This is an optimization exercise on Yosys and OpenROAD, whose aim is small area, not a production implementation.
Power and IR drop assume default switching activity.

// Segway
module Segway(clk,RST_n,INERT_SS_n,INERT_MOSI,INERT_SCLK,
              INERT_MISO,INERT_INT,A2D_SS_n,A2D_MOSI,A2D_SCLK,
			  A2D_MISO,PWM1_lft,PWM2_lft,PWM1_rght,PWM2_rght,
			  OVR_I_lft,OVR_I_rght,piezo_n,piezo,RX);
  input clk,RST_n;
  input INERT_MISO;						 
  input A2D_MISO;						 
  input INERT_INT;						 
  input OVR_I_lft,OVR_I_rght;			 
  input RX;								 
  output A2D_SS_n, INERT_SS_n;			 
  output A2D_MOSI, INERT_MOSI;			 
  output A2D_SCLK, INERT_SCLK;			 
  output PWM1_lft, PWM2_lft;  			 
  output PWM1_rght,PWM2_rght;			 
  output piezo_n,piezo;					 
  logic rst_n;							 
  logic vld;								 
  logic [15:0] ptch;						 
  logic [15:0] ptch_rt;
  logic [10:0] lft_mag, rght_mag;		 
  logic lft_sgn, rght_sgn;				 
  logic lft_rev, rght_rev;				 
  logic [11:0] lft_ld, rght_ld;		 
  logic batt11;							 
  logic signed [9:0] steer_sc;			 
  logic norm_mode;						 
  logic en_steer;						 
  logic rider_off;						 
  logic batt_low;
  logic too_fast;
  logic fus_win, fus_bit;				 
  logic [7:0] fus_dl;					 
  logic azl_ld;							 
  logic [7:0] azl_q;					 
  logic [7:0] inert_byte;				 
  logic boot;							 
  logic pwr_up;							 
  localparam BATT_THRES = 12'h800;
  localparam fast_sim = 1;
  Auth_blk iAuth(.clk(clk),.rst_n(rst_n),.RX(RX),.rider_off(rider_off),.pwr_up(pwr_up));
  inert_intf #(fast_sim) iNEMO(.clk(clk),.rst_n(rst_n),.ptch(ptch),.ptch_rt(ptch_rt),
                   .vld(vld),.SS_n(INERT_SS_n),.SCLK(INERT_SCLK),
				   .MOSI(INERT_MOSI),.MISO(INERT_MISO),
				   .INT(INERT_INT),.boot(boot),.win(fus_win),.dl_in(fus_bit),.dl(fus_dl),
				   .azl_ld(azl_ld),.azl_d(inert_byte),.azl_q(azl_q));
  balance_cntrl #(fast_sim) iBAL(.clk(clk),.rst_n(rst_n),.vld(vld),.ptch(ptch),
                     .ptch_rt(ptch_rt),.pwr_up(pwr_up),.rider_off(rider_off),
					 .steer_sc(steer_sc),.en_steer(en_steer),.lft_mag(lft_mag),.lft_sgn(lft_sgn),
					 .rght_mag(rght_mag),.rght_sgn(rght_sgn),.too_fast(too_fast));
  steer_en #(fast_sim) iSTR(.clk(clk),.rst_n(rst_n),.lft_ld(lft_ld),
  ...
Size in the first run: about 350 flip-flops, roughly 21000 um^2 of cells after synthesis.
==> module PID, before the edit <==
module PID(clk, rst_n, vld, pwr_up, rider_off, ptch, ptch_rt, PID_cntrl, ss_tmr);
	parameter fast_sim = 1;
	input clk, rst_n, vld, pwr_up, rider_off;
	input logic signed [15:0]ptch, ptch_rt;
	output logic signed [11:0]PID_cntrl;
	output [7:0]ss_tmr;
	logic signed [9:0] ptch_err_sat;
	logic signed [14:0]I_term;
	reg signed [17:0] integrator;
	wire signed [17:0]ptch_err_sat_sext;
	wire signed [17:0]I_mux1_mux2;
	wire signed[17:0]ptch_err_sat_sext_sum;
	wire I_overflow;
	logic signed [12:0]D_term_temp;
	logic signed [12:0]D_term;
	logic signed [15:0] I_term_sext, D_term_sext, PID_sum;
	reg [11:0] ss_pre;
	reg [7:0] ss_cnt;
	wire pre_wrap = (ss_pre == 12'h23F);
	always_ff @(posedge clk)begin
		if(!pwr_up) begin
			ss_cnt <= 8'h00;
			ss_pre <= 12'h000;
		end else if(!(&ss_cnt)) begin
			ss_pre <= pre_wrap ? 12'h000 : {ss_pre[10:0], ~(ss_pre[11] ^ ss_pre[5] ^ ss_pre[3] ^ ss_pre[0])};
			if (pre_wrap)
				ss_cnt <= ss_cnt + 1'b1;
		end
	end
	assign ss_tmr = ss_cnt;
	assign ptch_err_sat = (~ptch[15] && (|ptch[14:9]))?10'h1ff:
								(ptch[15] && !(&ptch[14:9]))? 10'h200:
								{ptch[15], ptch[8:0]};
	assign ptch_err_sat_sext = {{8{ptch_err_sat[9]}},ptch_err_sat};
	assign ptch_err_sat_sext_sum = ptch_err_sat_sext + integrator;
	assign I_overflow = (ptch_err_sat_sext[17] == integrator[17] && ptch_err_sat_sext_sum[17] != integrator[17])? 1:0;
	always_ff @(posedge clk)begin
		if(rider_off)
			integrator <= 0;
		else if(vld && !I_overflow)
			integrator <= ptch_err_sat_sext_sum;
	end
	generate if(fast_sim)begin
		assign I_term = (~integrator[17] && (|integrator[17:15]))? 15'h3fff:
						(integrator[17] && ~&integrator[17:15])? 15'h4000:
						integrator[15:1];
	end
	else begin
		assign I_term = {{3{integrator[17]}}, integrator[17:6]};
	end
	endgenerate
	assign D_term_temp = {{3{ptch_rt[15]}} ,ptch_rt[15:6]};
	assign D_term = ~D_term_temp;
	assign I_term_sext = {I_term[14],I_term};
	assign D_term_sext = {{3{D_term[12]}},D_term};
	assign PID_sum = {{6{ptch_err_sat[9]}}, ptch_err_sat} * 16'sd12 + I_term_sext + D_term_sext;
	always_ff @(posedge clk)
		PID_cntrl <= (~PID_sum[15] && (|PID_sum[14:11]))? 12'h7ff:
							(PID_sum[15] && !(&PID_sum[14:11]))? 12'h800:
							{PID_sum[15],PID_sum[10:0]};
endmodule
clock: 12.0 ns
lec_check: 0
abc_area: 1
cap_margin: 20
core_margin: 2
core_utilization: 55
slew_margin: 20
standard.sh (not shown) runs the stock make flow with config.mk's settings and CLKGATE_MAP_FILE= SYNTH_SCRIPT=/design/flow/synth_recipe.tcl, a recipe that flattens the netlist after the stock synthesis.
==> flow/flow/run.sh <==
#!/bin/bash
set -euo pipefail
export FLOW_FLOW_DIR=$(cd "$(dirname "${BASH_SOURCE[0]}")" && pwd)
CTS_SIZE=${CTS_SIZE:-18}
CTS_DIAM=${CTS_DIAM:-70}
{ cat "$FLOW_FLOW_DIR/abc_override.tcl"; cat synth_recipe.tcl; } > my_synth.tcl
bash standard.sh SYNTH_SCRIPT=$PWD/my_synth.tcl \
  "SYNTH_OPERATIONS_ARGS=-extra-map $FLOW_FLOW_DIR/lcu_ripple.v" \
  ADDER_MAP_FILE= \
  "CTS_ARGS=-sink_clustering_enable -repair_clock_nets -sink_clustering_size $CTS_SIZE -sink_clustering_max_diameter $CTS_DIAM -buf_list sky130_fd_sc_hd__clkbuf_8 -dont_use_dummy_load" \
  "BUFFER_PORTS_ARGS=-buffer_cell sky130_fd_sc_hd__buf_1" \
  finish > flow.log 2>&1
==> flow/flow/abc_override.tcl <==
# Map with an area-oriented ABC script instead of the flow's default one.
# Only the combinational mapping changes; the registers are mapped before.
proc abc {args} {
  set i [lsearch -exact $args -script]
  if { $i >= 0 } {
    set args [lreplace $args [expr {$i + 1}] [expr {$i + 1}] $::env(FLOW_FLOW_DIR)/area.abc]
  }
  yosys abc {*}$args
}
==> flow/flow/area.abc <==
strash
dc2
dch -f
amap
strash
&get -n
&deepsyn -T 60
&put
dch -f
amap
topo
==> flow/flow/lcu_ripple.v <==
(* techmap_celltype = "$lcu" *)
module _80_lcu_ripple (P, G, CI, CO);
	parameter WIDTH = 2;
	(* force_downto *)
	input [WIDTH-1:0] P, G;
	input CI;
	(* force_downto *)
	output [WIDTH-1:0] CO;
	genvar i;
	generate for (i = 0; i < WIDTH; i = i + 1) begin : g
		if (i == 0)
			assign CO[i] = G[i] | (P[i] & CI);
		else
			assign CO[i] = G[i] | (P[i] & CO[i-1]);
	end endgenerate
endmodule
Edit:
--- a/flow/design.v
+++ b/flow/design.v
@@ -513,11 +513,11 @@
 	assign D_term_temp = {{3{ptch_rt[15]}} ,ptch_rt[15:6]};
 	assign D_term = ~D_term_temp;
-	assign I_term_sext = {I_term[14],I_term};
-	assign D_term_sext = {{3{D_term[12]}},D_term};
-	assign PID_sum = {{6{ptch_err_sat[9]}}, ptch_err_sat} * 16'sd12 + I_term_sext + D_term_sext;
+	wire signed [17:0] PID_sum18 = {{8{ptch_err_sat[9]}}, ptch_err_sat} * 18'sd12 +
+	                               {integrator[17], integrator[17:1]} +
+	                               {{5{D_term[12]}}, D_term};
 	always_ff @(posedge clk)
-		PID_cntrl <= (~PID_sum[15] && (|PID_sum[14:11]))? 12'h7ff:
-							(PID_sum[15] && !(&PID_sum[14:11]))? 12'h800:
-							{PID_sum[15],PID_sum[10:0]};
+		PID_cntrl <= (~PID_sum18[17] && (|PID_sum18[16:11]))? 12'h7ff:
+							(PID_sum18[17] && !(&PID_sum18[16:11]))? 12'h800:
+							{PID_sum18[17],PID_sum18[10:0]};
 endmodule
 module SegwayMath(clk, PID_cntrl, ss_tmr, steer_sc, en_steer, pwr_up, lft_mag, lft_sgn, rght_mag, rght_sgn, too_fast);
First-iteration DRC count decreases by about 5%. Final area decreases by 0.50%. Total power decreases by 6.5%. Synthesized cell count decreases by about 0.9%. Worst setup slack improved by 0.17 ns. Via count decreases by about 1.6%. Non-clock buffer count decreases by 3. Clock skew increases by 0.019 ns.
No run of this note included a check of the RTL's function; only the layout flow was run.
